Context: an optimization exercise on an open-source flow, tuned for small area. The choices shown serve that exercise and are no tape-out recipe.
In this exercise RTL edits were held to simulation tests only and were not proved equivalent to the original.
Power and IR drop assume default switching activity.

// snake_game
module snake_game(clk, rs, rw, en, dat, rst, up, dwn, lef, rig, led, seg, buz);
    input up, dwn, lef, rig, rst, clk;
    output [7:0] dat;
    output rs, rw, en;
    output [3:0] led;
    output [6:0] seg;
    output buz;
    localparam [6:0] CELL_Z  = 7'b0011111;   
    localparam [6:0] CELL_19 = 7'b0010011;   
    reg [7:0] dat;
    reg rs;
    reg [4:0] next;
    reg [14:0] n;
    reg dl;                 
    reg [14:0] score;
    reg [1:0] dir;
    reg [1:0] ld;           
    reg [6:0] pos;          
    reg clk_food;
    reg game_over;
    reg z;                  
    reg [6:0] cr;           
    reg [1:0] R [0:79];
    reg [6:0] p;
    reg [6:0] S;            
    reg [6:0] A;            
    reg [1:0] dA, dB, dC;   
    reg sa;
    reg [1:0] d0r;
    reg [6:0] cj;           
    reg fnd;
    reg [6:0] ci;           
    reg cif;
    integer k;
    wire [3:0] q;
    wire [6:0] h;
  ...
clock: 25.0 ns
lec_check: 0
cap_margin: 20
core_margin: 2
core_utilization: 60
slew_margin: 20
standard.sh (not shown) runs the stock make flow with config.mk's settings and CLKGATE_MAP_FILE= SYNTH_SCRIPT=/design/flow/synth_recipe.tcl, a recipe that flattens the netlist after the stock synthesis.
==> flow/flow/run.sh <==
#!/bin/bash
# Own flow: the standard synthesis, then the combinational logic between
# the registers re-mapped by ABC for area (flow/remap.tcl; every register keeps
# its instance, cell type and nets), proved equivalent to the standard netlist
# (flow/equiv.tcl), then the standard layout from there, with the smallest
# buffer on the ports and a clock tree without dummy loads.
set -euo pipefail
R="$PWD/orfs/results/$FLOW_PLATFORM/snake_game/base"
YOSYS="$FLOW_HOME/../tools/install/yosys/bin/yosys"
[[ -x "$YOSYS" ]] || YOSYS=yosys
export REMAP_LIB="$FLOW_HOME/platforms/$FLOW_PLATFORM/lib/sky130_fd_sc_hd__tt_025C_1v80.lib"

bash standard.sh synth > synth.log 2>&1
cp "$R/1_2_yosys.v" standard_1_2_yosys.v

# ABC scripts, most aggressive first; the first whose result is proved
# equivalent is used, else the standard netlist stays
SCRIPTS=(
  "strash;dc2;dc2;dch,-f;amap;strash;dc2;dch,-f;amap;mfs3,-a"
  "strash;dc2;dc2;dch,-f;amap;strash;dc2;dch,-f;amap"
  "strash;ifraig;dc2;strash;dch,-f;map,-a"
)
i=0
for s in "${SCRIPTS[@]}"; do
  i=$((i+1))
  if REMAP_SCRIPT="$s" REMAP_NETLIST="$PWD/standard_1_2_yosys.v" REMAP_OUT="$PWD/remap_$i.v" \
       "$YOSYS" -c flow/remap.tcl > remap_$i.log 2>&1 &&
     EQUIV_GOLD="$PWD/standard_1_2_yosys.v" EQUIV_GATE="$PWD/remap_$i.v" \
       timeout 1200 "$YOSYS" -c flow/equiv.tcl > equiv_$i.log 2>&1; then
    cp "remap_$i.v" "$R/1_2_yosys.v"
    echo "using remap script $i: $s" > remap_choice.txt
    break
  fi
done

export BUFFER_PORTS_ARGS="-buffer_cell sky130_fd_sc_hd__buf_1"
# clock tree: clusters of up to 20 registers on clkbuf_8, no dummy loads
export CTS_ARGS="-sink_clustering_enable -repair_clock_nets -sink_clustering_size 20 -sink_clustering_max_diameter 60 -buf_list sky130_fd_sc_hd__clkbuf_8 -root_buf sky130_fd_sc_hd__clkbuf_4 -tree_buf sky130_fd_sc_hd__clkbuf_4 -dont_use_dummy_load"
bash standard.sh > layout.log 2>&1
Other scripts of this flow, unchanged in this note and not shown: flow/flow/equiv.tcl, flow/flow/remap.tcl
Edit:
--- a/flow/design.v
+++ b/flow/design.v
@@ -305,18 +305,17 @@
     end
     wire [1:0] tv = (p == 7'd0) ? d0r : R[79];
     always @(posedge clk) begin
         R[0] <= tv;
         for (k = 1; k < 80; k = k + 1)
             R[k] <= R[k-1];
     end
     always @(posedge clk) begin
-        if (!rst) p <= 7'd0;
-        else if (tick) p <= (p == 7'd78) ? 7'd0 : (p == 7'd79) ? 7'd1 : p + 7'd2;
+        if (tick) p <= (p == 7'd78) ? 7'd0 : (p == 7'd79) ? 7'd1 : p + 7'd2;
         else p <= (p == 7'd79) ? 7'd0 : p + 7'd1;
     end
     wire [6:0] sb = (p == 7'd0) ? pos : S;
     wire [6:0] sn = mv(sb, tv ^ 2'd1);
     always @(posedge clk) S <= (tick && p == 7'd79) ? pos : sn;
     wire sreal = (p <= cr) && !z;
     always @(posedge clk) begin
         if (!rst) begin
After rerunning: The changed run finished with timing, DRC and antenna clean. Routed wire length goes down by 1.7%. Final cell count goes down by 0.37%. Via count goes down by 1.6%. Final area goes down by 0.67%. Core utilization goes down by 0.24 points. Maximum frequency goes down by 13%. Worst setup slack is worse by 1200 ps. Non-clock buffer count goes down by 3. Global-route usage goes down by 0.33 points. Synthesized cell count barely changes. Die area goes down by 0.33%. Power goes down by 13%.

what the ideal ports hide:
The flow's constraints put no driver on any port. The routed layouts listed below were extracted and timed again, unchanged, in two steps. Step 1 assumes that a clkbuf_16 drives the clock port and a buf_2 every other input. Step 2 adds t to the input delays and takes it off the output delays; t is the mean of the earliest and latest rising clock arrival at the registers after step 1. Input paths then give back, and output paths get back, about the clock's delay inside the block. a / b / c = no drivers / after step 1 / after step 2; a / b = the first two.
run | t (ns) | setup WS [ns] | cell pins on the clock port's net
the first run | 0.758 | 17.471 / 17.471 / 17.471 | 1
the second run | 0.750 | 16.304 / 16.304 / 16.304 | 1
After both steps every run listed still meets setup and hold.
